This is an optimization exercise on Yosys and OpenROAD, whose aim is small area, a short achievable clock period and few clock cycles, not a production implementation.
Function was checked by simulation only, so behaviour that the tests miss may differ from the original.
No activity file was given, so power comes from the tool's default toggle rates.

==> design.v <==
module reuleaux(input logic clk, input logic rst_n, input logic [2:0] colour,
                input logic [7:0] centre_x, input logic [6:0] centre_y, input logic [7:0] diameter,
                input logic start, output logic done,
                output logic [7:0] vga_x, output logic [6:0] vga_y,
                output logic [2:0] vga_colour, output logic vga_plot);
function automatic logic [6:0] e1f(input logic [7:0] d);
    e1f[0] = 256'h011337fc880113377eecc880113377feec880113377feecc80113377feecc880 >> d;
    e1f[1] = 256'h011337f0000113377fffffffeecc880000000113377fffffffeecc8800000000 >> d;
    e1f[2] = 256'h011337f0000113377ffffffffffffffffffffeecc88000000000000000000000 >> d;
    e1f[3] = 256'hfeecc80ffffeecc8800000000000000000000000000000000000000000000000 >> d;
    e1f[4] = 256'h0000000000000000000000000000000000000000000000000000000000000000 >> d;
    e1f[5] = 256'h0000000000000000000000000000000000000000000000000000000000000000 >> d;
    e1f[6] = 256'hfffffff000000000000000000000000000000000000000000000000000000000 >> d;
endfunction
function automatic logic [6:0] e3f(input logic [7:0] d);
    e3f[0] = 256'h7fa8faa58055015f157f57fa5feafea8fa818057055f15fe57fa7faafea0ea80 >> d;
    e3f[1] = 256'h8000000affaafea0ea80a800a00000000002ffa8faa0ea00a800800000000000 >> d;
    e3f[2] = 256'h0000000000000000000000000000000000000000000000000000000000000000 >> d;
    e3f[3] = 256'h0000000000000000000000000000000000000000000000000000000000000000 >> d;
    e3f[4] = 256'h0000000000000000000000000000000000000000000000000000000000000000 >> d;
    e3f[5] = 256'h0000000000000000000000000000000000000000000000000000000000000000 >> d;
    e3f[6] = 256'h0000000ffffffffffffffffffffffffffffc0000000000000000000000000000 >> d;
endfunction
function automatic logic [8:0] add8(input logic [7:0] a, input logic [7:0] b, input logic cin);
    logic c;
    logic [8:0] s;
    c = cin;
    for (int i = 0; i < 8; i++) begin
        s[i] = a[i] ^ b[i] ^ c;
        c    = (a[i] & b[i]) | (a[i] & c) | (b[i] & c);
    end
    s[8] = c;
    add8 = s;
endfunction
function automatic logic [8:0] sub8(input logic [7:0] a, input logic [7:0] b);
    sub8 = add8(a, ~b, 1'b1);
endfunction
function automatic logic ge8(input logic [7:0] a, input logic [7:0] b);
    logic c;
    c = 1'b1;
    for (int i = 0; i < 8; i++) c = (a[i] & ~b[i]) | (a[i] & c) | (~b[i] & c);
    ge8 = c;
endfunction
function automatic logic ge_sum(input logic [8:0] a, input logic [8:0] b, input logic [8:0] c,
                                input logic cin);
    logic [8:0] t, k;
    logic cy;
    t  = a ^ b ^ c;
    k  = (a & b) | (a & c) | (b & c);
    cy = (t[0] & cin);
    for (int i = 1; i < 9; i++) cy = (t[i] & k[i-1]) | (t[i] & cy) | (k[i-1] & cy);
    ge_sum = k[8] | cy;
endfunction
function automatic logic lt160(input logic [7:0] x);
    lt160 = !(x[7] && (x[6] || x[5]));
endfunction
localparam logic [1:0] S_IDLE = 2'd0, S_SETUP = 2'd1, S_RUN = 2'd2, S_DONE = 2'd3;
logic [1:0] st;
logic [7:0] cx_r, d_r;
logic [6:0] cy_r;
logic [7:0] x1r, x2r;             
logic       f1, f2;               
logic [6:0] y1r, y3r;             
logic [6:0] h;
logic [8:0] x1w, x2w;
assign h   = d_r[7:1];
assign x1w = add8(cx_r, {1'b0, h}, 1'b0);
assign x2w = sub8(cx_r, {1'b0, h});
logic f1_now;
assign f1_now = x2w[8];
always_ff @(posedge clk) begin
    cx_r       <= centre_x;
    cy_r       <= centre_y;
    d_r        <= diameter;
    vga_colour <= colour;
    x1r        <= x1w[7:0];
    x2r        <= x2w[7:0];
    f1         <= x2w[8];
    f2         <= !x1w[8];
    y1r        <= cy_r + {1'b0, d_r[7:2]} + e1f(d_r);
    y3r        <= cy_r - d_r[7:1] - {3'b0, d_r[7:4]} - e3f(d_r);
end
logic [7:0] ox;
logic [6:0] oy;
logic [8:0] crit;
logic       ph;                   
logic       swa;                  
logic       swp;                  
logic       wfin;                 
logic       dec;                  
logic [6:0] noy;
logic [7:0] nox;
logic [8:0] ncrit;
logic       ndec, nstop, nswa;
logic [7:0] oyx;
assign oyx = {1'b0, oy};
assign swp = (swa & ge8({1'b0, y1r}, ox)) | d_r[7] | (h == 7'd0);
always_comb begin
    noy   = oy + 7'd1;
    ndec  = !(crit[8] || crit == 9'd0);
    nox   = ndec ? ox - 8'd1 : ox;
    ncrit = crit + {1'b0, oy, 1'b1} - (ndec ? {ox, 1'b0} : 9'd0);
    nstop = ge8({1'b0, noy}, nox);
    if (!d_r[7] && h != 7'd0 && swa && ge8(oyx, {1'b0, y1r})) nstop = 1'b1;
    nswa = swa | d_r[7] | ge8({1'b0, noy}, {1'b0, h});
end
logic [7:0] p, q;
assign p = ph ? {1'b0, oy} : ox;
assign q = ph ? ox : {1'b0, oy};
logic [5:0] ev;
always_comb begin
    logic [8:0] s;
    logic wa, wb, q_le_h;
    logic a1, a2, a3p, a3m, u, tp, tm;
    logic [7:0] nh;
    nh      = ~{1'b0, h} + 8'd1;                  
    wa      = ge8(p, {1'b0, h}) & ge8({h, 1'b0}, p);
    wb      = ge8(p, {nh[6:0], 1'b0}) & ge8(nh, p);
    q_le_h  = ge8({1'b0, h}, q);
    s   = add8(x1r, p ^ {8{f2}}, f2);
    a1  = f1 & (f2 ? wa : wb) & lt160(s[7:0]);
    s   = add8(x2r, p ^ {8{!f1}}, !f1);
    a2  = f2 & (f1 ? wa : wb) & lt160(s[7:0]);
    s   = add8(cx_r, q, 1'b0); a3p = f1 & f2 & q_le_h & lt160(s[7:0]);
    s   = sub8(cx_r, q);       a3m = f1 & f2 & q_le_h & lt160(s[7:0]);
    u   = ge8({1'b0, y1r}, q) & (y1r[6:3] != 4'hf || q[7:3] != 5'd0 || q[2:0] > y1r[2:0]);
    s   = add8({1'b0, y3r}, p, 1'b0); tp = !s[8] & !s[7] & (s[6:0] < 7'd120) & ge8({1'b0, s[6:0]}, {1'b0, y1r});
    s   = sub8({1'b0, y3r}, p);       tm = s[8] & (s[6:0] < 7'd120) & ge8({1'b0, s[6:0]}, {1'b0, y1r});
    ev[0] = a1 & u;                             
    ev[1] = a2 & u & !(f1 & f2 & p == {1'b0, h});   
    ev[2] = a3p & tp;                           
    ev[3] = a3m & tp & (q != 8'd0);             
    ev[4] = a3m & tm & (q != 8'd0);             
    ev[5] = a3p & tm;                           
end
logic [5:0] mask, pick, rem;
logic       mph, madv;            
assign pick = {mask[5] & ~|mask[4:0], mask[4] & ~|mask[3:0], mask[3] & ~|mask[2:0],
               mask[2] & ~|mask[1:0], mask[1] & ~mask[0], mask[0]};
assign rem  = mask & ~pick;
logic [7:0] pox;
logic [6:0] poy;
assign pox = ox + {7'd0, madv & dec};
assign poy = oy - {6'd0, madv};
logic a12, selx1, xsub, sely3, ysub;
assign a12   = |pick[1:0];
assign selx1 = pick[0];
assign xsub  = (pick[0] & f2) | (pick[1] & !f1) | pick[3] | pick[4];
assign sely3 = ~a12;
assign ysub  = a12 | pick[4] | pick[5];
logic [7:0] px_c, px_o, py_o;
logic [6:0] py_c;
logic [8:0] pxs, pys;
always_comb begin
    px_c = selx1 ? x1r : pick[1] ? x2r : cx_r;
    px_o = (a12 ^ mph) ? pox : {1'b0, poy};
    py_c = sely3 ? y3r : y1r;
    py_o = (a12 ^ mph) ? {1'b0, poy} : pox;
    pxs  = {1'b0, px_c} + {1'b0, px_o ^ {8{xsub}}} + {8'd0, xsub};
    pys  = {2'b0, py_c} + {1'b0, py_o ^ {8{ysub}}} + {8'd0, ysub};
end
logic load, adv;
assign load = (rem == 6'd0) && !wfin;
assign adv  = ph || !swp;
always_ff @(posedge clk) begin
    vga_x <= pxs[7:0];
    vga_y <= pys[6:0];
    if (!rst_n) begin
        st       <= S_IDLE;
        done     <= 1'b0;
        vga_plot <= 1'b0;
        mask     <= 6'd0;
        wfin     <= 1'b1;
    end else begin
        case (st)
        S_IDLE: begin
            vga_plot <= 1'b0;
            mask     <= 6'd0;
            wfin     <= 1'b1;
            if (start) st <= S_SETUP;
        end
        S_SETUP: begin
            if (!f1_now && !d_r[7]) begin
                st   <= S_DONE;
                done <= 1'b1;
            end else begin
                st   <= S_RUN;
                wfin <= 1'b0;
            end
        end
        S_RUN: begin
            vga_plot <= |mask;
            if (load) begin
                mask <= ev;
                if (adv) wfin <= nstop;
            end else begin
                mask <= rem;
            end
            if (wfin && mask == 6'd0) begin
                st   <= S_DONE;
                done <= 1'b1;
            end
        end
        S_DONE: begin
            vga_plot <= 1'b0;
            if (!start) begin
                st   <= S_IDLE;
                done <= 1'b0;
            end
        end
        endcase
    end
end
always_ff @(posedge clk) begin
    if (st == S_SETUP) begin
        ox   <= d_r;
        oy   <= 7'd0;
        crit <= 9'd1 - {1'b0, d_r};
        ph   <= 1'b0;
        swa  <= d_r[7] || d_r[7:1] == 7'd0;
    end else if (load) begin
        mph  <= ph;
        madv <= adv;
        if (adv) begin
            ox   <= nox;
            oy   <= noy;
            crit <= ncrit;
            dec  <= ndec;
            swa  <= nswa;
            ph   <= 1'b0;
        end else begin
            ph   <= 1'b1;
        end
    end
end
endmodule
==> flow/run.sh <==
#!/bin/bash
# The standard layout (the standard.sh: standard synthesis, then ORFS to
# finish), with one change: the buffers that ORFS puts on every input and
# output port are sky130_fd_sc_hd__buf_2 instead of the resizer's default pick.
set -euo pipefail
export BUFFER_PORTS_ARGS="-buffer_cell sky130_fd_sc_hd__buf_2"
bash standard.sh > standard.log 2>&1
==> standard.sh <==
#!/bin/bash
# synth_recipe.tcl (not shown) runs the flow's synth.tcl, then flattens the netlist and writes it again
# the make line also repeats each setting of config.mk as NAME=value (left out here)
make -C /OpenROAD-flow-scripts/flow DESIGN_CONFIG=/design/flow/config.mk WORK_HOME=/design/flow/orfs CLKGATE_MAP_FILE= SYNTH_SCRIPT=/design/flow/synth_recipe.tcl "${@:-finish}"
==> config.mk <==
export PLATFORM = sky130hd
export DESIGN_NAME = reuleaux
export DESIGN_NICKNAME = reuleaux
export VERILOG_FILES = /design/flow/design.v
export SDC_FILE = /design/flow/constraint.sdc
export NUM_CORES = 4
export LEC_CHECK = 0
export ABC_AREA = 1
export CAP_MARGIN = 20
export CORE_MARGIN = 2
export CORE_UTILIZATION = 40
export SLEW_MARGIN = 20
==> constraint.sdc <==
create_clock -name core_clock -period 20.0 [get_ports {clk}]
set_input_delay 4.0000 -clock core_clock [delete_from_list [all_inputs] [get_ports {clk}]]
set_output_delay 4.0000 -clock core_clock [all_outputs]
set_load 0.01 [all_outputs]
==> run_results.csv, run 1 <==
group,metric,value,unit
synth,netlist_area,9890,um^2
critical_path,slowest_delay,340,ps
timing,finalHoldViolCount,0,
grt,overflow,0,
synth,ys.warnings.count,1,
grt,grt_max_degree,31,
routing,num_vias,9073,
cts,cts_root_buf,"clkbuf_16",
synth,ys_types,52,
placed_design,io_buffer_count,48,
synth,synthTopCellsByCount,"268 x nand2_1, 225 x inv_1, 114 x o21ai_0",
cts,clock_sink_count,112,
final_layout,fin_nets,1534,
placed_design,routabilityCongestion,0.923,
routing,wl_per_cell,16.8,um
synth,synth_top_cell_area_share,18.4,%
grt,first_global_vias,8553,
power,p_int,0.874,mW
synth,syn_nets,1502,
final_layout,final_util,44.3,%
grt,antenna_found_initial,0,
routing,wirelength,28.7,mm
job,maxCapViolations,0,
synth,synthTopCellsByArea,"dfxtp_1 18%, fa_1 11%, nand2_1 10%",
routing,vias_per_cell,5.32,
floorplanning,die_area,26000,um^2
routing,drt_first_pass_iters,5,
critical_path,path_cells,"buf_2",
cts,postCtsHoldBufs,0,
power,p_per_area,165,nW/um^2
power,seqPwrFrac,23.0,%
power,power_frac_clock,10.6,%
min_path,min_path_type,"reg2reg",
power,combinationalPowerShare,66.3,%
final_layout,fin_cells,1705,
final_layout,regArea,2450,um^2
critical_path,cp.required,16000,ps
grt,grt_usage,22.4,%
synth,synth-async-reset-ratio,0,%
cts,cts_setup_buffers,0,
final_layout,multiInputGateArea,6410,um^2
synth,syn-instance-count,1344,
synth,synthMostInstantiatedCell,"nand2_1",
synth,yosys_register_bits,112,
routing,initialDrtViolationCount,844,
run_status,status,"finished clean",
final_layout,num_antenna_cells,0,
critical_path,critical_path_buf_inv_count,1,
cts,path_clk_slew,90,ps
final_layout,syn_to_final_growth,8.91,%
critical_path,path_delay_family,"flip-flops",
grt,grt_pass1_wl,45.5,mm
synth,synth_edf_count,21,
placed_design,dpl_worst_slack,15110,ps
cts,cts_tree,"yes",
cts,cts_buffers,9,
timing,period_needed,4830,ps
timing,setup_viol,0,
critical_path,crit_path_start_kind,"flop",
cts,cts_resized,0,
floorplanning,initial_core_util,40.7,%
cts,cts_buffer_depth,2,
timing,period_share,24.2,%
critical_path,slowest_stage,"dfxtp_1",
timing,setup_ws,15170,ps
critical_path,crit_fanout,2,
timing,rsz0062_at_grt,"no",
cts,cts_max_level,3,
timing,worstMarginPinSlew,987,ps
placed_design,dp_hpwl,22.1,mm
timing,max_slew_margin,33.9,%
timing,max_freq,207,MHz
critical_path,arrival,830,ps
floorplanning,io_pins,49,
timing,slew_violations,0,
power,p_switching,0.907,mW
floorplanning,die_h,161,um
routing,ant_nets,0,
synth,avgSynthCellArea,7.36,um^2
power,max-vdd-ir-drop,0.0628,mV
timing,fin_tns_setup,0,ps
power,switching_share,50.9,%
synth,ys_seq_area_share,24.8,%
floorplanning,row_count,57,
critical_path,path_class,"reg2out",
floorplanning,core,24300,um^2
timing,skew,14.5,ps
power,finalPower,1.78,mW
cts,clock_latency,370,ps
synth,yosysTopAreaCell,"dfxtp_1",
synth,synth_ff_type,"dfxtp_1",
critical_path,end_kind,"output port",
placed_design,dp_cells,1688,
final_layout,nFillCells,2514,
floorplanning,die_x,161,um
routing,drc,0,
final_layout,layout-drive-gt1-share,7.53,%
power,power.leakage,5.18,nW
[power by group through the flow]
stage / sequential, mW / clock [mW] / combinational [mW]
CTS: 0.412 / 0.194 / 1.17
finish: 0.410 / 0.190 / 1.18
global route: 0.416 / 0.199 / 1.35
floorplan: 0.380 / 0 / 0.913
global placement: 0.416 / 0 / 1.15
detailed placement: 0.418 / 0 / 1.17
[cells by family (layout without fill, tap and decap cells)]
family                     count (synthesis)  in the layout  share of synthesized area, %
DFF                                      112            112                          24.8
buffers and inverters                    271            308                          10.4
muxes                                      1              1                         0.101
AOI/OAI and AO/OA                        305            305                          18.2
adders and majority gates                131            131                          20.5
and+or+nand+nor                          444            444                          18.7
xor gates and xnor gates                  80             80                          7.24
[final timing paths]
check / startpoint / depth (start not counted) / slack [ps] / endpoint
hold reg to reg: done / 2 / 480 / done
setup / recovery: done / 1 / 15170 / done
hold / removal: done / 2 / 480 / done
setup reg to reg: ph / 20 / 15360 / mask[5]
[registers in the layout (all words and copies together), names as in the netlist, 2 cells and up]
register	flops
crit	9
cx_r	8
cy_r	7
d_r	8
mask	6
ox	8
oy	7
st	2
vga_colour	3
vga_x	8
vga_y	7
x1r	8
x2r	7
y1r	7
y3r	7
[routing by layer]
layer / GRT usage [%] / up-vias / part of all wire, %
met5: 0 / - / 0
met4: 5.76 / 0 / 1.6
met3: 3.31 / 41 / 6.9
met2: 37.0 / 385 / 46
met1: 30.8 / 4178 / 46
li1: - / 4469 / -
[worst register-to-register path: stages (launching register included)]
cell and delay (ps):
dfxtp_1 420, buf_8 210, o21ai_0 480, inv_1 230, ha_1 230, inv_1 60, fa_1 190, fa_1 180
inv_1 60, fa_1 380, fa_1 400, fa_1 400, fa_1 480, a22o_1 240, inv_1 50, nand2_1 40
o21ai_0 70, nand2_1 80, o21ai_0 180, nand2_1 70, a21oi_1 120
[area by class of cell]
cell class / instances / share of cell area, %
multi-input cells: 961 / 59.5
flip-flops and latches: 112 / 22.8
repair buffers: 57 / 2.93
well taps: 324 / 3.76
inverters: 235 / 8.19
clock buffers: 9 / 2.09
clock inverters: 7 / 0.755
[cells in the final DEF, fill, tap and decap left out, types with 7 or more instances in the layout]
| cell type | n |
|---|---|
| a21oi_1 | 67 |
| buf_2 | 48 |
| buf_4 | 8 |
| clkbuf_16 | 9 |
| clkinv_1 | 8 |
| dfxtp_1 | 91 |
| edfxtp_1 | 21 |
| fa_1 | 53 |
| ha_1 | 76 |
| inv_1 | 225 |
| nand2_1 | 268 |
| nand3_1 | 45 |
| nand4_1 | 10 |
| nor2_1 | 89 |
| nor3_1 | 10 |
| o211ai_1 | 9 |
| o21ai_0 | 114 |
| o21ai_1 | 11 |
| o21ai_2 | 8 |
| o21bai_1 | 8 |
| o221ai_1 | 12 |
| o22ai_1 | 41 |
| or2_2 | 7 |
| xnor2_1 | 17 |
| xor2_1 | 61 |
[metrics by stage]
stage,hold WS (ps),area [um^2]
finish,480,10800
CTS,478,10800
global placement,449,10500
global route,489,10800
detailed placement,466,10500
floorplan,419,9890
Testbench counts, summed over its fixed seeds: cycles 14,257.
==> inputs of run 2 (changes only) <==
==> flow/run.sh (replaced) <==
#!/bin/bash
# Own layout flow. Steps:
#  1. the standard synthesis (standard.sh synth), unchanged;
#  2. the combinational logic of that netlist re-mapped by ABC with a
#     stronger script (flow/resyn.tcl, flow/resyn.abc); every register stays
#     the same instance, with the same name and cell type;
#  3. the standard ORFS flow from floorplan to finish (standard.sh), with
#     sky130_fd_sc_hd__buf_2 as the buffer ORFS puts on every port.
# Each tool's output goes to a log file in this folder.
set -euo pipefail
here=$(pwd)
export BUFFER_PORTS_ARGS="-buffer_cell sky130_fd_sc_hd__buf_2"
bash standard.sh synth > "$here/standard_synth.log" 2>&1
R=$here/orfs/results/$FLOW_PLATFORM/reuleaux/base
L=$here/orfs/logs/$FLOW_PLATFORM/reuleaux/base
cp "$R/1_2_yosys.v" "$here/standard_1_2_yosys.v"
YOSYS=$FLOW_HOME/../tools/install/yosys/bin/yosys
[ -x "$YOSYS" ] || YOSYS=yosys
export RS_LIB=$FLOW_HOME/platforms/$FLOW_PLATFORM/lib/sky130_fd_sc_hd__tt_025C_1v80.lib
export RS_IN=$here/standard_1_2_yosys.v
export RS_OUT=$here/resyn_1_2_yosys.v
export RS_STAT=$here/resyn_stat.txt
export RS_ABC=$here/flow/resyn.abc
RS_DONT_USE="$(grep -o -- '-dont_use [A-Za-z0-9_]*' "$L/1_2_yosys.log" | awk '{print $2}' | sort -u | tr '\n' ' ')"
export RS_DONT_USE
"$YOSYS" -l "$here/resyn.log" -c "$here/flow/resyn.tcl" > /dev/null
cp "$RS_OUT" "$R/1_2_yosys.v"
rm -f "$R/1_synth.odb" "$R/1_synth.sdc"
bash standard.sh > "$here/standard_finish.log" 2>&1
==> flow/resyn.abc (new file) <==
# ABC script used by resyn.tcl: deep AIG optimisation, then delay-aware
# mapping with strong area recovery, and downsizing.
strash
&get -n
&deepsyn -T 60
&nf -R 1000
&put
topo
stime -c
dnsize -c
==> flow/resyn.tcl (new file) <==
# Re-map the combinational logic of the standard synthesis netlist with a
# stronger ABC script. The registers are kept as they are (same instances,
# names and cell types); only the logic between registers and ports changes.
yosys -import
set lib $::env(RS_LIB)
read_liberty -ignore_miss_func $lib
blackbox sky130_fd_sc_hd__dfxtp_1 sky130_fd_sc_hd__edfxtp_1
read_verilog $::env(RS_IN)
hierarchy -top reuleaux
flatten
opt -purge
set du {}
foreach c $::env(RS_DONT_USE) { lappend du -dont_use $c }
abc -D 4000 -script $::env(RS_ABC) -liberty $lib {*}$du
opt_clean -purge
setundef -zero
hilomap -singleton -hicell sky130_fd_sc_hd__conb_1 HI -locell sky130_fd_sc_hd__conb_1 LO
insbuf -buf sky130_fd_sc_hd__buf_4 A X
splitnets
opt_clean -purge
yosys rename -enumerate -pattern rs_%_
blackbox sky130_fd_sc_hd__*
tee -o $::env(RS_STAT) stat -liberty $lib
write_verilog -noattr -noexpr -nohex -nodec $::env(RS_OUT)
==> run 2 against run 1 <==
Against the previous run: critical path type is now reg2reg; critical endpoint is now vga_x[7]; die area decreased by 14%; still clean; critical path depth increased by 11; register-to-register slack got worse by 520 ps; cell area decreased by 12%; routed wire length decreased by 14%; synthesized cell count decreased by 23%; total power decreased by 28%; global-route usage increased by 0.23 points; sequential share of layout area increased by 3.2 points; synthesized area decreased by 15%; highest routed layer unchanged; via count decreased by 13%; utilization increased by 1.0 points.
==> run_results.csv, run 2 <==
group,metric,value,unit
timing,setup_viol,0,
cts,cts_resized,0,
timing,max_slew_margin,29.2,%
timing,slew_violations,0,
critical_path,slowest_delay,820,ps
cts,clock_latency,370,ps
final_layout,nFillCells,2130,
synth,avgSynthCellArea,8.10,um^2
synth,netlist_area,8430,um^2
floorplanning,die_area,22200,um^2
grt,grt_usage,22.6,%
routing,initialDrtViolationCount,678,
floorplanning,die_h,149,um
final_layout,largest_reg_flops,9,
floorplanning,io_pins,49,
grt,grt_pass1_wl,39.6,mm
cts,cts_buffers,9,
critical_path,crit_fanout,19,
timing,period_share,25.8,%
cts,cts_root_buf,"clkbuf_16",
cts,cts_buffer_depth,2,
cts,postCtsHoldBufs,0,
floorplanning,die_x,149,um
critical_path,crit_path_start_kind,"flop",
routing,wl_per_cell,17.7,um
critical_path,end_kind,"flop",
final_layout,layout-drive-gt1-share,7.40,%
critical_path,arrival,5410,ps
final_layout,largest_register,"crit",
final_layout,syn_to_final_growth,12.0,%
critical_path,path_cells,"nor2_1 -> xnor2_2 -> mux2i_1 -> mux2i_1 -> maj3_1 -> maj3_1 -> maj3_1 -> maj3_1 -> maj3_1 -> maj3_1 -> xnor2_1 -> xnor2_1",
synth,syn-instance-count,1040,
run_status,status,"finished clean",
final_layout,num_antenna_cells,0,
grt,grt_max_degree,36,
cts,clock_sink_count,112,
critical_path,path_class,"reg2reg",
floorplanning,initial_core_util,40.5,%
routing,drt_first_pass_iters,5,
timing,fin_tns_setup,0,ps
cts,cts_tree,"yes",
placed_design,dp_hpwl,18.5,mm
routing,ant_nets,0,
floorplanning,row_count,53,
power,p_per_area,137,nW/um^2
routing,drc,0,
routing,vias_per_cell,5.68,
timing,rsz0062_at_grt,"no",
grt,first_global_vias,7304,
timing,fin_hold_ws,500,ps
grt,antenna_found_initial,0,
placed_design,io_buffer_count,48,
final_layout,final_common_cell,"xnor2_1",
synth,syn_nets,1069,
timing,worstMarginPinSlew,1030,ps
grt,overflow,0,
placed_design,routabilityCongestion,0.938,
critical_path,slowest_stage,"xnor2_2",
timing,period_needed,5160,ps
cts,path_clk_slew,70,ps
min_path,min_path_type,"reg2reg",
job,maxCapViolations,0,
timing,finalHoldViolCount,0,
timing,skew,13.3,ps
final_layout,most-common-layout-cells,"128 x xnor2_1, 120 x nand2_1, 104 x nor2_1",
critical_path,cp.required,20250,ps
routing,wirelength,24.7,mm
power,max-vdd-ir-drop,0.0489,mV
cts,cts_max_level,3,
cts,cts_setup_buffers,0,
power,power.leakage,3.39,nW
critical_path,crit_top_cell,"maj3_1",
floorplanning,core,20800,um^2
synth,ys.warnings.count,1,
timing,max_freq,194,MHz
final_layout,fin_nets,1147,
routing,num_vias,7928,
run 2: cell type report:
class	instances	area [um^2]	area share, %
clock buffers	10	239	2.53
clock inverters	5	40.0	0.424
inverters	41	154	1.63
multi-input cells	887	5830	61.7
flip-flops and latches	112	2450	26.0
well taps	275	344	3.65
repair buffers	67	383	4.06
run 2: critical path, delay by kind of cell, from the launching register on:
family,cells,cell delay (ps)
xor gates and xnor gates,3,1090
and+or+nand+nor,1,360
adders and majority gates,6,2380
muxes,2,520
DFF,1,690
run 2: final timing paths:
path,depth (start not counted),endpoint,slack (ps),start
setup / recovery,12,vga_x[7],14840,mask[0]
hold / removal,2,done,500,done
setup reg to reg,12,vga_x[7],14840,mask[0]
hold reg to reg,2,done,500,done
run 2: routing by layer:
metal  share of wire, %  vias up  wire length (um)  global-route usage, %
met2                 45      313             11000                   36.1
met4                3.0        0               728                   8.10
li1                   -     3870                 -                      -
met3                5.6       51              1380                   3.00
met5                  0        -                 0                      0
met1                 47     3694             11600                   31.3
run 2: power breakdown:
part | total [mW] | internal [mW] | switching [mW] | leakage (nW)
Clock | 0.174 | 0.0885 | 0.0856 | 0.139
Combinational | 0.741 | 0.330 | 0.411 | 2.29
Sequential | 0.374 | 0.302 | 0.0722 | 0.958
Total | 1.29 | 0.720 | 0.569 | 3.39
run 2: stage by stage:
step           util (%)  std cells  cell area [um^2]  setup slack [ps]  power, mW
2_1_floorplan         -       1040              8430             14770      0.935
3_3_place_gp       44.0       1382              9160             14940       1.10
3_5_place_dp       44.0       1382              9160             14840       1.11
4_1_cts            45.3       1397              9440             14840       1.29
5_1_grt            45.3       1397              9440             14380       1.39
6_report           45.3       1397              9440             14840       1.29
==> inputs of run 3 (changes only) <==
==> flow/resyn.abc (replaced) <==
# ABC script used by resyn.tcl: deep AIG optimisation, then delay-aware
# mapping with area recovery and ABC's usual sizing (as in ORFS abc_speed).
strash
&get -n
&deepsyn -T 60
&nf
&put
buffer -c
topo
stime -c
upsize -c
dnsize -c
--- a/config.mk
+++ b/config.mk
@@ -11,2 +11,3 @@
 export CORE_UTILIZATION = 40
+export CTS_BUF_LIST = sky130_fd_sc_hd__clkbuf_8 sky130_fd_sc_hd__clkbuf_16
 export SLEW_MARGIN = 20
==> run 3 against run 2 <==
Against the previous run: setup slack improved by 330 ps; highest routed layer unchanged; non-clock buffer count increased by 1; cell area increased by 3.1%; hold slack got worse by 11 ps; total power increased by 3.4%; critical path depth decreased by 11; synthesized cell count increased by 1.5%; clock power increased by 7%; count of clock-buffer cells in the layout unchanged; still clean; register-to-register slack improved by 730 ps; utilization decreased by 0.46 points; maximum frequency increased by 6.9%; largest cell class unchanged; largest power group unchanged.
==> run_results.csv, run 3 <==
group,metric,value,unit
run_status,status,"finished clean",
final_layout,final_util,44.9,%
synth,netlist_area,8760,um^2
floorplanning,die_area,23100,um^2
critical_path,slowest_delay,340,ps
cts,cts_root_buf,"clkbuf_16",
timing,setup_viol,0,
cts,cts_setup_buffers,0,
grt,grt_usage,21.9,%
timing,skew,10.5,ps
timing,worstMarginPinSlew,841,ps
min_path,hold_start,"done",
routing,drc,0,
cts,cts_max_level,3,
cts,cts_tree,"yes",
final_layout,largest_reg_flops,9,
power,p_switching,0.584,mW
critical_path,critical_path_buf_inv_count,1,
final_layout,nFillCells,2167,
critical_path,crit_path_start_kind,"flop",
job,maxCapViolations,0,
timing,fin_tns_setup,0,ps
grt,antenna_found_initial,0,
power,max-vdd-ir-drop,0.0611,mV
final_layout,most-common-layout-cells,"122 x xnor2_1, 111 x nand2_1, 99 x nor2_1",
power,seqPwrFrac,28.2,%
grt,overflow,0,
synth,syn_nets,1085,
critical_path,r2r-start,"mask[1]",
routing,drt_first_pass_iters,5,
critical_path,end_kind,"output port",
cts,clock_latency,360,ps
grt,grt_max_degree,37,
power,p_per_area,137,nW/um^2
final_layout,syn_to_final_growth,11.1,%
power,combinationalPowerShare,57.9,%
min_path,min_path_type,"reg2reg",
cts,cts_resized,0,
critical_path,path_class,"reg2out",
placed_design,routabilityCongestion,0.914,
placed_design,io_buffer_count,48,
critical_path,path_depth,1,
floorplanning,row_count,54,
synth,syn-instance-count,1056,
grt,first_global_vias,7575,
critical_path,r2r_cells,12,
timing,max_slew_margin,42.3,%
power,p_int,0.749,mW
routing,wl_per_cell,17.9,um
final_layout,largest_register,"crit",
routing,wirelength,25.2,mm
critical_path,slowest_stage,"dfxtp_1",
final_layout,final_common_cell,"xnor2_1",
final_layout,fin_nets,1149,
final_layout,layout-drive-gt1-share,11.2,%
power,power.leakage,3.67,nW
timing,rsz0062_at_grt,"no",
timing,max_freq,207,MHz
critical_path,crit_fanout,2,
cts,clock_sink_count,112,
routing,num_vias,8057,
timing,finalHoldViolCount,0,
placed_design,dp_hpwl,18.8,mm
floorplanning,initial_core_util,40.4,%
routing,ant_nets,0,
floorplanning,die_x,152,um
power,switching_share,43.8,%
critical_path,r2r-end,"vga_x[7]",
timing,period_needed,4830,ps
critical_path,ff2ff_setup_slack,15570,ps
floorplanning,die_h,152,um
cts,cts_buffer_depth,2,
critical_path,cp.required,16000,ps
synth,ys.warnings.count,1,
final_layout,num_antenna_cells,0,
timing,slew_violations,0,
critical_path,arrival,830,ps
cts,path_clk_slew,70,ps
cts,cts_buffers,9,
power,power_frac_clock,13.9,%
critical_path,path_cells,"buf_2",
grt,grt_pass1_wl,40.8,mm
routing,vias_per_cell,5.73,
min_path,whs_path_depth,2,
cts,postCtsHoldBufs,0,
routing,initialDrtViolationCount,807,
floorplanning,io_pins,49,
critical_path,path_delay_family,"flip-flops",
timing,period_share,24.1,%
min_path,hold_end,"done",
floorplanning,core,21700,um^2
synth,avgSynthCellArea,8.29,um^2
run 3: tightest hold or removal path, delay by kind of cell (launching register included):
kind             cells  cell delay (ps)
and+or+nand+nor      2              120
DFF                  1              340
run 3: final cells by class:
class	instances	area [um^2]	area share, %
multi-input cells	890	6090	62.6
flip-flops and latches	112	2450	25.2
repair buffers	68	390	4.01
well taps	280	350	3.60
clock buffers	10	239	2.46
inverters	39	146	1.50
clock inverters	6	65.1	0.669
run 3: power by group through the flow:
stage / Clock (mW) / Sequential (mW) / Combinational, mW
floorplan: 0 / 0.368 / 0.591
global placement: 0 / 0.379 / 0.753
detailed placement: 0 / 0.379 / 0.762
CTS: 0.190 / 0.374 / 0.764
global route: 0.198 / 0.383 / 0.854
finish: 0.186 / 0.376 / 0.771
run 3: worst max-delay path by stage:
stage	to	slack (ps)	startpoint
floorplan	done	15580	start
global placement	done	15380	start
detailed placement	done	15430	start
CTS	done	15160	done
global route	done	15140	done
finish	done	15170	done
run 3: metal layers:
metal  part of all wire, %  global-route usage [%]  wire length (um)  vias to the layer above
met3                   6.2                    2.68              1560                       41
met5                     0                       0                 0                        -
met2                    45                    35.4             11400                      303
li1                      -                       -                 -                     3924
met1                    46                    30.6             11600                     3789
met4                   2.3                    6.36               569                        0
run 3: metrics by stage:
step	hold slack [ps]	area, um^2	setup WS (ps)	std cells	total power, mW
after floorplan	469	8760	15580	1056	0.960
after global placement	473	9430	15380	1389	1.13
after detailed placement	473	9430	15430	1389	1.14
after CTS	490	9730	15160	1405	1.33
after global routing	530	9730	15140	1405	1.44
final	489	9730	15170	1405	1.33
==> inputs of run 4 (changes only) <==
--- a/config.mk
+++ b/config.mk
@@ -11,3 +11,2 @@
 export CORE_UTILIZATION = 40
-export CTS_BUF_LIST = sky130_fd_sc_hd__clkbuf_8 sky130_fd_sc_hd__clkbuf_16
 export SLEW_MARGIN = 20
==> run 4 against run 3 <==
Against the previous run: global-route usage did not move; final cell count did not move; sequential power barely moved; via count did not move; maximum frequency did not move; critical path depth did not move; routed wire length did not move; non-clock buffer count did not move; cell area did not move; first-iteration DRC count did not move; count of clock-buffer cells in the layout did not move; sequential share of layout area did not move; critical endpoint unchanged; largest power group unchanged.
==> run_results.csv, run 4 <==
group,metric,value,unit
run_status,status,"finished clean",
power,p_per_area,137,nW/um^2
floorplanning,die_area,23100,um^2
critical_path,path_cells,"buf_2",
grt,busiest_layer,"met2",
grt,grt_max_degree,37,
final_layout,multiInputGateArea,6090,um^2
timing,skew,10.5,ps
cts,clock_latency,360,ps
grt,grtUsageMet2,35.4,%
job,maxCapViolations,0,
timing,fin_hold_ws,489,ps
routing,ant_nets,0,
synth,avgSynthCellArea,8.29,um^2
routing,wl_per_cell,17.9,um
timing,rsz0062_at_grt,"no",
placed_design,io_buffer_count,48,
timing,finalHoldViolCount,0,
cts,cts_resized,0,
critical_path,slowest_delay,340,ps
power,max-vdd-ir-drop,0.0611,mV
cts,path_clk_slew,70,ps
timing,setup_viol,0,
synth,netlist_area,8760,um^2
timing,max_freq,207,MHz
timing,period_share,24.1,%
placed_design,routabilityCongestion,0.914,
floorplanning,row_count,54,
routing,drt_first_pass_iters,5,
routing,vias_per_cell,5.73,
grt,grt.met1_usage,30.6,%
grt,met3_usage,2.68,%
timing,max_slew_margin,42.3,%
critical_path,critical_path_buf_inv_count,1,
final_layout,fin_nets,1149,
power,power.leakage,3.67,nW
critical_path,crit_fanout,2,
grt,grt_usage,21.9,%
floorplanning,io_pins,49,
final_layout,largest_reg_flops,9,
timing,worstMarginPinSlew,841,ps
timing,fin_tns_setup,0,ps
routing,initialDrtViolationCount,807,
critical_path,path_class,"reg2out",
routing,wirelength,25.2,mm
critical_path,crit_path_start_kind,"flop",
floorplanning,die_h,152,um
cts,cts_buffer_depth,2,
cts,cts_buffers,9,
timing,slew_violations,0,
final_layout,largest_register,"crit",
critical_path,cp.required,16000,ps
cts,cts_setup_buffers,0,
routing,drc,0,
critical_path,path_delay_family,"flip-flops",
critical_path,arrival,830,ps
final_layout,final_common_cell,"xnor2_1",
final_layout,layout-drive-gt1-share,11.2,%
cts,clock_sink_count,112,
grt,first_global_vias,7575,
grt,antenna_found_initial,0,
final_layout,num_antenna_cells,0,
cts,cts_root_buf,"clkbuf_16",
cts,cts_tree,"yes",
final_layout,most-common-layout-cells,"122 x xnor2_1, 111 x nand2_1, 99 x nor2_1",
grt,overflow,0,
floorplanning,core,21700,um^2
placed_design,dp_hpwl,18.8,mm
critical_path,slowest_stage,"dfxtp_1",
cts,postCtsHoldBufs,0,
timing,period_needed,4830,ps
routing,num_vias,8057,
floorplanning,initial_core_util,40.4,%
cts,cts_max_level,3,
final_layout,nFillCells,2167,
final_layout,regArea,2450,um^2
grt,grt_pass1_wl,40.8,mm
min_path,min_path_type,"reg2reg",
synth,syn_nets,1085,
floorplanning,die_x,152,um
final_layout,syn_to_final_growth,11.1,%
critical_path,end_kind,"output port",
synth,ys.warnings.count,1,
synth,syn-instance-count,1056,
-- run 4: per-layer routing --
metal  share of wire (%)  up-vias  wire length (um)
met5                   0        -                 0
met3                 6.2       41              1560
met1                  46     3789             11600
met2                  45      303             11400
met4                 2.3        0               569
li1                    -     3924                 -
-- run 4: power by group --
group / switching, mW / internal [mW]
clock network: 0.0849 / 0.101
logic: 0.425 / 0.347
registers: 0.0742 / 0.302
-- run 4: final timing paths --
check / slack, ps / start / depth (start not counted) / to
hold / removal: 490 / done / 2 / done
hold reg to reg: 490 / done / 2 / done
setup reg to reg: 15570 / mask[1] / 12 / vga_x[7]
setup / recovery: 15170 / done / 1 / done
-- run 4: per-stage QoR --
| step | cell area (um^2) | utilization, % | instances | total power [mW] | setup slack, ps |
|---|---|---|---|---|---|
| floorplan | 8760 | - | 1056 | 0.960 | 15580 |
| global placement | 9430 | 43.5 | 1389 | 1.13 | 15380 |
| detailed placement | 9430 | 43.5 | 1389 | 1.14 | 15430 |
| CTS | 9730 | 44.9 | 1405 | 1.33 | 15160 |
| global route | 9730 | 44.9 | 1405 | 1.44 | 15140 |
| finish | 9730 | 44.9 | 1405 | 1.33 | 15170 |
-- run 4: cell type report --
| cell class | count | share of cell area (%) |
|---|---|---|
| Clock buffer | 10 | 2.46 |
| Clock inverter | 6 | 0.669 |
| Inverter | 39 | 1.50 |
| Multi-Input combinational cell | 890 | 62.6 |
| Sequential cell | 112 | 25.2 |
| Tap cell | 280 | 3.60 |
| Timing Repair Buffer | 68 | 4.01 |
==> inputs of run 5 (changes only) <==
==> flow/resyn.abc (replaced) <==
# ABC script used by resyn.tcl: deep AIG optimisation, then delay-aware
# mapping (delay relaxed by 40% for area recovery) and ABC's usual sizing.
strash
&get -n
&deepsyn -T 60
&nf -R 40
&put
buffer -c
topo
stime -c
upsize -c
dnsize -c
==> run 5 against run 4 <==
Against the previous run: final cell count fell by 0.50%; via count fell by 2.1%; cell area fell by 1.4%; register-to-register slack got worse by 590 ps; highest routed layer unchanged; global-route usage rose by 0.73 points; count of clock-buffer cells in the layout fell by 1; sequential power barely moved; critical path type is now reg2reg.
==> run_results.csv, run 5 <==
group,metric,value,unit
cts,cts_setup_buffers,0,
timing,setup_viol,0,
job,maxCapViolations,0,
floorplanning,die_x,151,um
floorplanning,row_count,53,
synth,syn-instance-count,1059,
run_status,status,"finished clean",
critical_path,ff2ff_setup_slack,14980,ps
routing,vias_per_cell,5.64,
floorplanning,die_area,22800,um^2
cts,clock_sink_count,112,
power,p_per_area,137,nW/um^2
final_layout,final_common_cell,"xnor2_1",
cts,cts_buffer_depth,2,
critical_path,path_class,"reg2reg",
final_layout,multiInputGateArea,5960,um^2
critical_path,end_kind,"flop",
floorplanning,initial_core_util,40.9,%
power,power_frac_clock,14.5,%
floorplanning,die_h,151,um
synth,avgSynthCellArea,8.17,um^2
synth,ys.warnings.count,1,
timing,max_slew_margin,25.8,%
critical_path,cp-endpoint,"mask[2]",
critical_path,crit_fanout,22,
routing,drc,0,
cts,cts_resized,0,
critical_path,r2r-start,"ph",
cts,clock_latency,360,ps
power,combinationalPowerShare,56.7,%
grt,grt_usage,22.6,%
final_layout,regArea,2450,um^2
timing,max_freq,199,MHz
floorplanning,core,21200,um^2
routing,ant_nets,0,
power,p_int,0.734,mW
placed_design,io_buffer_count,48,
power,power.leakage,3.63,nW
timing,worstMarginPinSlew,1080,ps
critical_path,r2r-end,"mask[2]",
timing,slew_violations,0,
cts,path_clk_slew,80,ps
final_layout,layout-drive-gt1-share,10.2,%
power,finalPower,1.31,mW
routing,wl_per_cell,17.7,um
final_layout,syn_to_final_growth,10.9,%
routing,drt_first_pass_iters,5,
critical_path,crit_path_start_kind,"flop",
cts,cts_root_buf,"clkbuf_16",
critical_path,arrival,5320,ps
timing,period_share,25.1,%
power,max-vdd-ir-drop,0.0526,mV
grt,grt_max_degree,36,
final_layout,num_antenna_cells,0,
power,p_switching,0.581,mW
cts,cts_tree,"yes",
min_path,min_path_type,"reg2reg",
final_layout,nFillCells,2165,
final_layout,most-common-layout-cells,"124 x xnor2_1, 122 x nand2_1, 101 x nor2_1",
power,seqPwrFrac,28.8,%
timing,finalHoldViolCount,0,
timing,period_needed,5020,ps
cts,cts_buffers,9,
critical_path,crit_start,"ph",
grt,antenna_found_initial,0,
grt,grt_pass1_wl,40.0,mm
grt,overflow,0,
final_layout,fin_nets,1147,
timing,rsz0062_at_grt,"no",
routing,initialDrtViolationCount,656,
critical_path,cp.required,20300,ps
final_layout,largest_register,"crit",
timing,fin_tns_setup,0,ps
placed_design,dp_hpwl,18.5,mm
final_layout,largest_reg_flops,9,
routing,num_vias,7886,
floorplanning,io_pins,49,
routing,wirelength,24.7,mm
critical_path,r2r_cells,14,
synth,syn_nets,1088,
placed_design,routabilityCongestion,0.973,
power,switching_share,44.2,%
timing,skew,7.65,ps
grt,first_global_vias,7347,
cts,cts_max_level,3,
cts,postCtsHoldBufs,0,
synth,netlist_area,8650,um^2
run 5: per-stage QoR:
| step | hold WS [ps] | worst slack [ps] | instances | cell area [um^2] | util, % |
|---|---|---|---|---|---|
| after detailed placement | 457 | 15150 | 1382 | 9280 | 43.9 |
| after global placement | 455 | 15330 | 1382 | 9280 | 43.9 |
| after CTS | 475 | 15100 | 1398 | 9590 | 45.3 |
| after floorplan | 469 | 15580 | 1059 | 8650 | - |
| final | 467 | 14980 | 1398 | 9590 | 45.3 |
| after global routing | 501 | 14560 | 1398 | 9590 | 45.3 |
run 5: worst max-delay path, cell delays in order (launching register included):
cell and delay [ps]:
dfxtp_1 1030, mux2i_1 980, xor2_1 390, o21ai_0 230, nor2_1 120, a21oi_1 80, maj3_1 400, maj3_1 410
xnor2_1 270, nor4_1 90, a2111oi_0 330, o21ai_0 200, o21ai_0 210, a22oi_1 100, nor2b_1 140
run 5: power groups by stage:
stage | Combinational (mW) | Clock [mW] | Sequential [mW]
floorplan | 0.581 | 0 | 0.367
global placement | 0.727 | 0 | 0.381
detailed placement | 0.739 | 0 | 0.381
CTS | 0.742 | 0.198 | 0.376
global route | 0.832 | 0.206 | 0.387
finish | 0.745 | 0.191 | 0.379
run 5: metal layers:
| layer | global-route usage (%) | vias to the layer above | wire length, um |
|---|---|---|---|
| li1 | - | 3868 | - |
| met1 | 31.8 | 3697 | 11600 |
| met2 | 35.9 | 284 | 11100 |
| met3 | 3.34 | 37 | 1420 |
| met4 | 6.40 | 0 | 535 |
| met5 | 0 | - | 0 |
run 5: worst min path at each step:
stage               startpoint   end  slack, ps  cells past startpoint
finish                    done  done        470                      2
global route              done  done        500                      2
CTS                       done  done        480                      2
detailed placement        done  done        460                      2
global placement          done  done        460                      2
floorplan              cx_r[7]    f2        470                      1
run 5: layout make-up:
class                      count  area share (%)
clock buffer                   9            2.35
clock inverter                 7           0.887
inverter                      41            1.60
multi-input combinational    889            62.2
sequential                   112            25.6
tap                          275            3.59
timing repair buffer          65            3.84
==> inputs of run 6 (changes only) <==
==> flow/resyn.abc (replaced) <==
# ABC script used by resyn.tcl: deep AIG optimisation, then delay-aware
# mapping (delay relaxed by 25% for area recovery) and ABC's usual sizing.
strash
&get -n
&deepsyn -T 60
&nf -R 25
&put
buffer -c
topo
stime -c
upsize -c
dnsize -c
==> run 6 against run 5 <==
Against the previous run: hold slack improved by 14 ps; clock power decreased by 3%; critical endpoint is now vga_plot; still clean on timing, DRC and antenna; sequential power decreased by 3%.
==> run_results.csv, run 6 <==
group,metric,value,unit
final_layout,multiInputGateArea,5970,um^2
placed_design,dpl_worst_slack,15410,ps
critical_path,path_class,"reg2out",
power,max-vdd-ir-drop,0.0634,mV
power,power.leakage,3.66,nW
placed_design,dp_hpwl,18.1,mm
job,maxCapViolations,0,
final_layout,final_util,45.5,%
timing,slew_violations,0,
synth,syn-instance-count,1062,
grt,grt_max_degree,35,
routing,num_vias,7871,
floorplanning,io_pins,49,
final_layout,final_area,9630,um^2
final_layout,fin_cells,1403,
synth,syn_nets,1091,
critical_path,slowest_delay,330,ps
timing,max_slew_margin,34.6,%
synth,netlist_area,8660,um^2
timing,period_share,24.1,%
timing,max_freq,207,MHz
cts,postCtsHoldBufs,0,
grt,overflow,0,
cts,cts_max_level,3,
final_layout,nFillCells,2086,
placed_design,postPlaceCellArea,9310,um^2
placed_design,dp_cells,1387,
critical_path,slowest_stage,"dfxtp_1",
cts,clock_sink_count,112,
cts,cts_buffer_depth,2,
critical_path,critical_path_buf_inv_count,1,
final_layout,fin_nets,1152,
floorplanning,core,21200,um^2
routing,wl_per_cell,17.1,um
min_path,min_path_type,"reg2reg",
critical_path,crit_fanout,2,
cts,path_clk_slew,70,ps
grt,antenna_found_initial,0,
timing,setup_ws,15180,ps
routing,initialDrtViolationCount,694,
routing,ant_nets,0,
timing,rsz0062_at_grt,"no",
cts,clock_latency,360,ps
placed_design,io_buffer_count,48,
critical_path,arrival,820,ps
final_layout,final_common_cell,"xnor2_1",
power,p_per_area,136,nW/um^2
timing,skew,10.1,ps
critical_path,path_cells,"buf_2",
synth,ys.warnings.count,1,
final_layout,largest_register,"crit",
final_layout,layout-drive-gt1-share,10.5,%
final_layout,syn_to_final_growth,11.1,%
floorplanning,die_h,151,um
grt,first_global_vias,7125,
critical_path,cp.required,16000,ps
placed_design,routabilityCongestion,0.910,
routing,drt_first_pass_iters,8,
final_layout,most-common-layout-cells,"124 x xnor2_1, 121 x nand2_1, 100 x nor2_1",
timing,setup_viol,0,
timing,finalHoldViolCount,0,
final_layout,regArea,2450,um^2
routing,wirelength,24.0,mm
timing,worstMarginPinSlew,977,ps
critical_path,end_kind,"output port",
cts,cts_root_buf,"clkbuf_16",
cts,cts_resized,0,
final_layout,num_antenna_cells,0,
grt,grt_usage,21.6,%
synth,avgSynthCellArea,8.16,um^2
timing,period_needed,4820,ps
floorplanning,initial_core_util,41.0,%
floorplanning,die_x,151,um
critical_path,path_delay_family,"flip-flops",
floorplanning,die_area,22900,um^2
cts,cts_buffers,9,
run_status,status,"finished clean",
timing,fin_tns_setup,0,ps
routing,drc,0,
critical_path,crit_path_start_kind,"flop",
grt,grt_pass1_wl,38.3,mm
routing,vias_per_cell,5.61,
final_layout,largest_reg_flops,9,
cts,cts_tree,"yes",
cts,cts_setup_buffers,0,
floorplanning,row_count,53,
## run 6: power by group
group / internal [mW] / switching, mW / leakage (nW)
clock: 0.0999 / 0.0859 / 0.155
sequential: 0.302 / 0.0665 / 0.958
combinational: 0.333 / 0.418 / 2.55
## run 6: worst register-to-register path, stage by stage, from the launching register on
cell,delay [ps]
dfxtp_1,320
buf_4,250
nor2_8,110
xnor2_2,770
mux2i_1,450
mux2i_1,180
maj3_2,370
maj3_2,330
maj3_2,330
maj3_2,340
maj3_2,330
maj3_2,320
xnor2_1,200
xnor2_1,140
## run 6: worst paths after layout
path	from	to	slack, ps	cells past startpoint
worst max-delay path	vga_plot	vga_plot	15180	1
worst min-delay path	done	done	480	2
worst max register to register	mask[0]	vga_x[7]	15490	13
worst min register to register	done	done	480	2
## run 6: through the flow
stage               power [mW]  hold slack, ps
global placement          1.10             469
finish                    1.31             482
detailed placement        1.12             472
global route              1.41             505
CTS                       1.30             491
floorplan                0.948             469
## run 6: final cells by class
class                      instances  area share (%)
sequential                       112            25.5
tap                              275            3.57
timing repair buffer              68            4.06
inverter                          42            1.64
clock buffer                      12            2.89
multi-input combinational        890            62.1
clock inverter                     4           0.312
## run 6: layer usage
layer	part of all wire (%)	track usage (%)	wire [um]
met5	0	0	0
met3	6.5	4.13	1550
met4	1.7	5.09	397
met1	48	30.3	11500
met2	44	34.3	10600
==> inputs of run 7 (changes only) <==
==> flow/resyn.abc (replaced) <==
# ABC script used by resyn.tcl: deep AIG optimisation, then delay-aware
# mapping (delay relaxed by 30% for area recovery) and ABC's usual sizing.
strash
&get -n
&deepsyn -T 60
&nf -R 30
&put
buffer -c
topo
stime -c
upsize -c
dnsize -c
==> run 7 against run 6 <==
Against the previous run: hold slack improved by 2.6 ps; critical endpoint is now mask[2]; die area fell by 0.48%; combinational power about the same; utilization is 0.12 points lower; critical path depth increased by 12; flip-flop and latch count is the same; sequential share of layout area up 0.15 points; count of clock-buffer cells in the layout down 3; clock power increased by 3%; synthesized area is 0.49% lower; via count is 2.0% higher.
==> run_results.csv, run 7 <==
group,metric,value,unit
timing,finalHoldViolCount,0,
critical_path,ff2ff_setup_slack,14930,ps
timing,max_slew_margin,26.4,%
timing,fin_tns_setup,0,ps
critical_path,arrival,5370,ps
grt,grt_max_degree,36,
power,power.leakage,3.60,nW
final_layout,layout-drive-gt1-share,9.54,%
routing,drc,0,
floorplanning,initial_core_util,40.9,%
cts,clock_latency,380,ps
routing,vias_per_cell,5.75,
final_layout,nFillCells,2130,
final_layout,multiInputGateArea,5950,um^2
final_layout,largest_reg_flops,9,
placed_design,routabilityCongestion,0.964,
final_layout,largest_register,"crit",
routing,num_vias,8026,
cts,cts_buffer_depth,2,
floorplanning,die_h,151,um
cts,path_clk_slew,90,ps
placed_design,io_buffer_count,48,
routing,wl_per_cell,17.8,um
routing,drt_first_pass_iters,6,
critical_path,crit_fanout,22,
critical_path,path_class,"reg2reg",
grt,grt_pass1_wl,39.5,mm
cts,postCtsHoldBufs,0,
job,maxCapViolations,0,
cts,cts_tree,"yes",
routing,initialDrtViolationCount,818,
synth,netlist_area,8620,um^2
timing,rsz0062_at_grt,"no",
critical_path,critical_path_buf_inv_count,0,
grt,first_global_vias,7231,
final_layout,final_common_cell,"xnor2_1",
timing,period_share,25.3,%
floorplanning,die_area,22700,um^2
critical_path,slowest_delay,1010,ps
synth,avgSynthCellArea,8.15,um^2
synth,syn_nets,1087,
timing,setup_viol,0,
synth,ys.warnings.count,1,
critical_path,crit_path_start_kind,"flop",
cts,cts_max_level,3,
power,p_per_area,138,nW/um^2
critical_path,slowest_stage,"dfxtp_1",
placed_design,dp_hpwl,18.5,mm
cts,cts_buffers,9,
critical_path,end_kind,"flop",
final_layout,most-common-layout-cells,"129 x xnor2_1, 120 x nand2_1, 105 x nor2_1",
routing,ant_nets,0,
timing,period_needed,5070,ps
run_status,status,"finished clean",
critical_path,cp.required,20300,ps
routing,wirelength,24.9,mm
floorplanning,die_x,151,um
critical_path,path_cells,"mux2i_1 -> xor2_1 -> o21ai_0 -> nor2_1 -> a21oi_1 -> maj3_1 -> maj3_1 -> maj3_1 -> a2111oi_0 -> o21ai_0 -> o21ai_0 -> a22oi_1 -> nor2b_1",
final_layout,num_antenna_cells,0,
grt,grt_usage,22.3,%
final_layout,regArea,2450,um^2
floorplanning,core,21100,um^2
final_layout,fin_nets,1146,
min_path,min_path_type,"reg2reg",
grt,antenna_found_initial,0,
timing,max_freq,197,MHz
floorplanning,row_count,53,
cts,cts_setup_buffers,0,
timing,fin_hold_ws,484,ps
final_layout,final_util,45.4,%
critical_path,path_delay_family,"compound AO/OA/AOI/OAI gates",
synth,syn-instance-count,1058,
timing,skew,17.6,ps
floorplanning,io_pins,49,
timing,slew_violations,0,
cts,cts_root_buf,"clkbuf_16",
final_layout,syn_to_final_growth,11.0,%
grt,overflow,0,
cts,cts_resized,0,
power,max-vdd-ir-drop,0.0548,mV
timing,worstMarginPinSlew,1070,ps
cts,clock_sink_count,112,
run 7: worst register-to-register path, delay by kind of cell (launching register included):
family / cells / cell delay (ps)
xor gates and xnor gates: 1 / 400
DFF: 1 / 1010
muxes: 1 / 940
adders and majority gates: 3 / 1170
AOI/OAI and AO/OA: 6 / 1240
and+or+nand+nor: 2 / 250
run 7: final timing paths:
check / start / cells past startpoint / endpoint
worst max-delay path: ph / 13 / mask[2]
worst min-delay path: done / 2 / done
worst max register to register: ph / 13 / mask[2]
worst min register to register: done / 2 / done
run 7: through the flow:
| step | cells | setup WS, ps | power [mW] | instance area (um^2) |
|---|---|---|---|---|
| 6_report | 1397 | 14930 | 1.32 | 9570 |
| 2_1_floorplan | 1058 | 15580 | 0.948 | 8620 |
| 5_1_grt | 1397 | 14570 | 1.42 | 9570 |
| 3_3_place_gp | 1381 | 15270 | 1.11 | 9260 |
| 4_1_cts | 1397 | 15010 | 1.32 | 9570 |
| 3_5_place_dp | 1381 | 15070 | 1.12 | 9260 |
run 7: routing by layer:
metal  up-vias  track usage [%]  routed length (um)
li1       3877                -                   -
met5         -                0                   0
met1      3722             32.0               11600
met2       376             34.7               11000
met4         0             6.59                 531
met3        51             3.55                1860
run 7: final cells by class:
class | count | area share (%)
multi-input cells | 890 | 62.2
inverters | 40 | 1.57
clock inverters | 7 | 0.928
repair buffers | 64 | 3.77
well taps | 275 | 3.60
flip-flops and latches | 112 | 25.6
clock buffers | 9 | 2.35
run 7: where the power goes:
group	leakage [nW]	switching [mW]	total, mW	internal, mW
registers	0.958	0.0755	0.378	0.302
clock network	0.153	0.100	0.191	0.0913
logic	2.49	0.417	0.748	0.332
total	3.60	0.592	1.32	0.725
==> inputs of run 8 (changes only) <==
==> flow/resyn.abc (replaced) <==
# ABC script used by resyn.tcl: deep AIG optimisation, then delay-aware
# mapping (delay relaxed by 15% for area recovery) and ABC's usual sizing.
strash
&get -n
&deepsyn -T 60
&nf -R 15
&put
buffer -c
topo
stime -c
upsize -c
dnsize -c
==> run 8 against run 7 <==
Against the previous run: synthesized area grew 1.0%; critical endpoint is now vga_plot; non-clock buffer count grew 1; largest power group unchanged; flip-flop and latch count is the same; critical path depth shrank 12; sequential power is essentially flat; clock skew shrank 8.4 ps; via count shrank 1.6%; clock power shrank 3%; still clean on timing, DRC and antenna.
==> run_results.csv, run 8 <==
group,metric,value,unit
run_status,status,"finished clean",
timing,period_needed,4830,ps
timing,max_slew_margin,27.9,%
critical_path,arrival,830,ps
power,power.leakage,3.63,nW
min_path,hold_start,"done",
placed_design,dpl_worst_slack,15240,ps
floorplanning,row_count,53,
job,maxCapViolations,0,
routing,wl_per_cell,17.7,um
timing,skew,9.24,ps
grt,overflow,0,
critical_path,cp.required,16000,ps
cts,postCtsHoldBufs,0,
critical_path,end_kind,"output port",
routing,vias_per_cell,5.64,
floorplanning,die_x,152,um
critical_path,slowest_stage,"dfxtp_1",
final_layout,syn_to_final_growth,10.7,%
timing,setup_ws,15170,ps
cts,cts_buffers,9,
final_layout,most-common-layout-cells,"127 x xnor2_1, 114 x nand2_1, 105 x nor2_1",
final_layout,multiInputGateArea,6030,um^2
power,power_frac_clock,14.1,%
power,p_int,0.727,mW
routing,drc,0,
placed_design,dp_hpwl,18.5,mm
grt,grt_max_degree,35,
power,seqPwrFrac,28.7,%
timing,slew_violations,0,
routing,initialDrtViolationCount,650,
routing,wirelength,24.7,mm
final_layout,largest_register,"crit",
cts,cts_max_level,3,
grt,antenna_found_initial,0,
critical_path,r2r-start,"mask[0]",
timing,setup_viol,0,
synth,ys.warnings.count,1,
synth,netlist_area,8710,um^2
power,switching_share,44.9,%
power,p_switching,0.592,mW
routing,drt_first_pass_iters,5,
routing,num_vias,7894,
cts,clock_sink_count,112,
critical_path,path_delay_family,"flip-flops",
min_path,min_path_type,"reg2reg",
cts,clock_latency,370,ps
grt,first_global_vias,7339,
min_path,hold_end,"done",
floorplanning,die_h,152,um
routing,ant_nets,0,
final_layout,fin_nets,1148,
cts,cts_tree,"yes",
final_layout,final_common_cell,"xnor2_1",
timing,max_freq,207,MHz
floorplanning,die_area,23000,um^2
final_layout,nFillCells,2173,
placed_design,routabilityCongestion,0.941,
cts,path_clk_slew,80,ps
critical_path,path_class,"reg2out",
power,combinationalPowerShare,57.2,%
critical_path,ff2ff_setup_slack,15310,ps
critical_path,path_cells,"buf_2",
critical_path,crit_fanout,2,
timing,fin_tns_setup,0,ps
timing,finalHoldViolCount,0,
synth,syn_nets,1089,
final_layout,layout-drive-gt1-share,11.3,%
placed_design,io_buffer_count,48,
cts,cts_resized,0,
grt,grt_pass1_wl,39.3,mm
timing,rsz0062_at_grt,"no",
grt,grt_usage,22.1,%
timing,period_share,24.1,%
critical_path,critical_path_buf_inv_count,1,
critical_path,r2r_cells,12,
cts,cts_setup_buffers,0,
synth,avgSynthCellArea,8.22,um^2
cts,cts_root_buf,"clkbuf_16",
final_layout,regArea,2450,um^2
critical_path,r2r-end,"vga_x[7]",
timing,worstMarginPinSlew,1050,ps
synth,syn-instance-count,1060,
final_layout,num_antenna_cells,0,
power,p_per_area,137,nW/um^2
final_layout,largest_reg_flops,9,
critical_path,slowest_delay,340,ps
min_path,whs_path_depth,2,
floorplanning,initial_core_util,41.0,%
floorplanning,io_pins,49,
floorplanning,core,21200,um^2
cts,cts_buffer_depth,2,
critical_path,crit_path_start_kind,"flop",
power,max-vdd-ir-drop,0.0538,mV
-- run 8: cell types whose count changed in the layout (fill, tap and decap cells not counted), moves of 3 or more --
cell / delta
maj3_2: +6
nor3_1: -5
maj3_1: -6
nand2_1: -6
o21ai_1: +3
-- run 8: area by class of cell --
type | instances | area share (%)
Inverter | 39 | 1.52
Sequential cell | 112 | 25.4
Multi-Input combinational cell | 892 | 62.5
Timing Repair Buffer | 65 | 3.81
Tap cell | 275 | 3.57
Clock buffer | 9 | 2.33
Clock inverter | 7 | 0.869
-- run 8: per-layer routing --
metal  GRT usage, %  vias to the layer above  part of all wire [%]
met4           6.30                        0                   1.7
met3           3.47                       36                   6.7
met5              0                        -                     0
met2           34.7                      269                    44
li1               -                     3891                     -
met1           31.4                     3698                    47
-- run 8: worst max path at each step --
stage	startpoint	to	cells past startpoint
finish	vga_plot	vga_plot	1
global placement	start	done	4
CTS	vga_plot	vga_plot	1
detailed placement	ph	mask[2]	14
global route	ph	mask[2]	14
floorplan	start	done	3
-- run 8: power by group through the flow --
stage                     combinational (mW)  sequential, mW  clock (mW)
final                                  0.755           0.378       0.186
after global routing                   0.840           0.387       0.199
after CTS                              0.749           0.376       0.191
after detailed placement               0.746           0.382           0
after global placement                 0.734           0.380           0
after floorplan                        0.584           0.368           0
-- run 8: metrics by stage --
stage                     cell area [um^2]  hold WS [ps]  utilization (%)  cells  power (mW)
after floorplan                       8710           469                -   1060       0.951
after global placement                9340           467             44.0   1383        1.11
after detailed placement              9340           465             44.0   1383        1.13
after CTS                             9650           479             45.5   1399        1.32
after global routing                  9650           534             45.5   1399        1.43
final                                 9650           479             45.5   1399        1.32
-- run 8: worst reg2reg max path: cells and delay by family, from the launching register on --
kind	cells	cell delay [ps]
flops	1	820
fa+ha+maj	6	2000
xor+xnor	3	1060
mux	2	560
simple gates	1	140
==> inputs of run 9 (changes only) <==
--- a/config.mk
+++ b/config.mk
@@ -10,3 +10,4 @@
 export CORE_MARGIN = 2
-export CORE_UTILIZATION = 40
+export CORE_UTILIZATION = 65
+export PLACE_DENSITY = 0.75
 export SLEW_MARGIN = 20
==> run 9 against run 8 <==
Against the previous run: synthesized area did not move; clock skew rose by 0.93 ps; global-route usage rose by 10 points.
==> run_results.csv, run 9 <==
group,metric,value,unit
run_status,status,"finished clean",
power,power.leakage,3.62,nW
cts,clock_latency,370,ps
critical_path,r2r-start,"ph",
cts,cts_setup_buffers,0,
cts,cts_buffer_depth,2,
timing,slew_violations,0,
final_layout,fin_nets,1146,
floorplanning,io_pins,49,
grt,grt_pass1_wl,36.8,mm
routing,drt_first_pass_iters,6,
final_layout,largest_register,"crit",
power,combinationalPowerShare,56.7,%
critical_path,path_class,"reg2reg",
cts,cts_buffers,9,
cts,postCtsHoldBufs,0,
routing,initialDrtViolationCount,969,
final_layout,final_util,72.1,%
critical_path,crit_path_start_kind,"flop",
power,max-vdd-ir-drop,0.0582,mV
critical_path,cp.required,20300,ps
cts,cts_root_buf,"clkbuf_16",
cts,clock_sink_count,112,
timing,skew,10.2,ps
grt,busiest_layer,"met2",
final_layout,largest_reg_flops,9,
final_layout,final_common_cell,"xnor2_1",
grt,grt_max_degree,35,
power,seqPwrFrac,28.8,%
routing,vias_per_cell,6.19,
grt,overflow,0,
cts,path_clk_slew,80,ps
critical_path,crit_fanout,22,
critical_path,arrival,5170,ps
floorplanning,die_area,14300,um^2
final_layout,syn_to_final_growth,9.24,%
power,p_per_area,138,nW/um^2
timing,period_share,24.3,%
timing,fin_hold_ws,484,ps
routing,ant_nets,0,
routing,drc,0,
power,p_switching,0.583,mW
floorplanning,initial_core_util,66.0,%
power,switching_share,44.5,%
placed_design,dp_hpwl,17.0,mm
timing,fin_tns_setup,0,ps
timing,setup_viol,0,
floorplanning,die_h,120,um
timing,max_slew_margin,25.6,%
floorplanning,core,13200,um^2
min_path,hold_start,"done",
final_layout,most-common-layout-cells,"127 x xnor2_1, 114 x nand2_1, 105 x nor2_1",
grt,antenna_found_initial,0,
timing,finalHoldViolCount,0,
floorplanning,die_x,120,um
synth,netlist_area,8710,um^2
grt,grt_usage,32.4,%
timing,period_needed,4870,ps
routing,wl_per_cell,17.7,um
power,power_frac_clock,14.4,%
synth,ys.warnings.count,1,
routing,num_vias,8031,
timing,rsz0062_at_grt,"no",
routing,wirelength,23.0,mm
synth,syn_nets,1089,
grt,met3_usage,4.04,%
grt,first_global_vias,7118,
synth,syn-instance-count,1060,
cts,cts_resized,0,
cts,cts_tree,"yes",
critical_path,crit_start,"ph",
grt,grtUsageMet2,50.9,%
min_path,min_path_type,"reg2reg",
final_layout,num_antenna_cells,0,
synth,avgSynthCellArea,8.22,um^2
power,p_int,0.726,mW
final_layout,layout-drive-gt1-share,11.1,%
floorplanning,row_count,42,
cts,cts_max_level,3,
timing,max_freq,205,MHz
placed_design,io_buffer_count,48,
placed_design,routabilityCongestion,1.01,
timing,worstMarginPinSlew,1080,ps
critical_path,end_kind,"flop",
grt,grt.met1_usage,45.7,%
job,maxCapViolations,0,
final_layout,nFillCells,1108,
run 9: layout make-up:
| cell class | instances | area (um^2) | area share [%] |
|---|---|---|---|
| clock buffer | 9 | 225 | 2.37 |
| clock inverter | 7 | 92.6 | 0.973 |
| inverter | 39 | 146 | 1.54 |
| multi-input combinational | 892 | 6030 | 63.3 |
| sequential | 112 | 2450 | 25.8 |
| tap | 176 | 220 | 2.31 |
| timing repair buffer | 63 | 353 | 3.71 |
run 9: through the flow:
stage / cell area, um^2 / total power [mW] / setup WS (ps) / cells
detailed placement: 9200 / 1.11 / 15310 / 1282
CTS: 9520 / 1.30 / 15160 / 1298
finish: 9520 / 1.31 / 15130 / 1298
floorplan: 8710 / 0.951 / 15580 / 1060
global route: 9520 / 1.41 / 14790 / 1298
global placement: 9200 / 1.09 / 15430 / 1282
run 9: worst paths after layout:
check,endpoint,slack [ps],cells after the start
worst max register to register,mask[2],15130,14
worst max-delay path,mask[2],15130,14
worst min-delay path,done,480,2
worst min register to register,done,480,2
run 9: power by group through the flow:
stage	registers [mW]	clock network, mW	logic (mW)
after floorplan	0.368	0	0.584
after global placement	0.379	0	0.715
after global routing	0.384	0.200	0.821
final	0.377	0.189	0.743
after detailed placement	0.380	0	0.730
after CTS	0.375	0.192	0.734
run 9: metal layers:
| metal | vias up | part of all wire, % |
|---|---|---|
| met5 | - | 0 |
| met4 | 0 | 2.6 |
| met3 | 50 | 8.1 |
| met2 | 360 | 45 |
| met1 | 3738 | 45 |
| li1 | 3883 | - |
run 9: worst max-delay path: stages, from the launching register on:
cell	delay (ps)
dfxtp_1	1030
mux2i_1	980
xor2_1	320
o21ai_0	370
nor2_1	80
or3_1	330
o21ai_0	140
maj3_1	270
xnor2_1	170
nor4_1	70
a2111oi_0	390
o21ai_0	190
o21ai_0	220
a22oi_1	100
nor2b_1	120

==> afterwards: timing with drivers on the ports <==
In the flow no input, the clock included, has a driving cell. The finished layouts below were timed again as built, in two steps.
Step 1 (the two cells are an assumption about what drives the block):
set clk [get_ports {clk}]
set_driving_cell -lib_cell sky130_fd_sc_hd__clkbuf_16 $clk
set_driving_cell -lib_cell sky130_fd_sc_hd__buf_2 [delete_from_list [all_inputs] $clk]
Step 2, shift: input delay + t, output delay - t, t = (earliest + latest rising clock arrival at the registers) / 2. This alone moves slack from input paths to output paths.
a / b / c = ideal ports / drivers / drivers and shift; a / b = the first two.
run	t, ns	setup WS [ns]	latest minus earliest clock arrival (ns)	cell pins on the clock port's net
run 1	0.411	15.165 / 15.117 / 15.095	0.015 / 0.014	1
run 2	0.404	14.839 / 14.839 / 14.839	0.013 / 0.014	1
run 3	0.402	15.173 / 15.129 / 15.408	0.010 / 0.010	1
run 4	0.402	15.173 / 15.129 / 15.408	0.010 / 0.010	1
run 5	0.408	14.979 / 14.979 / 14.979	0.008 / 0.008	1
run 6	0.401	15.177 / 15.131 / 15.422	0.011 / 0.011	1
run 7	0.410	14.931 / 14.931 / 14.931	0.018 / 0.017	1
run 8	0.408	15.173 / 15.127 / 15.312	0.010 / 0.010	1
run 9	0.406	15.133 / 15.127 / 15.133	0.010 / 0.011	1
After both steps setup and hold are still met in every run listed. The setup slack of run 1, which loses most, moves by -0.048 ns with the drivers and by -0.070 ns with both steps.
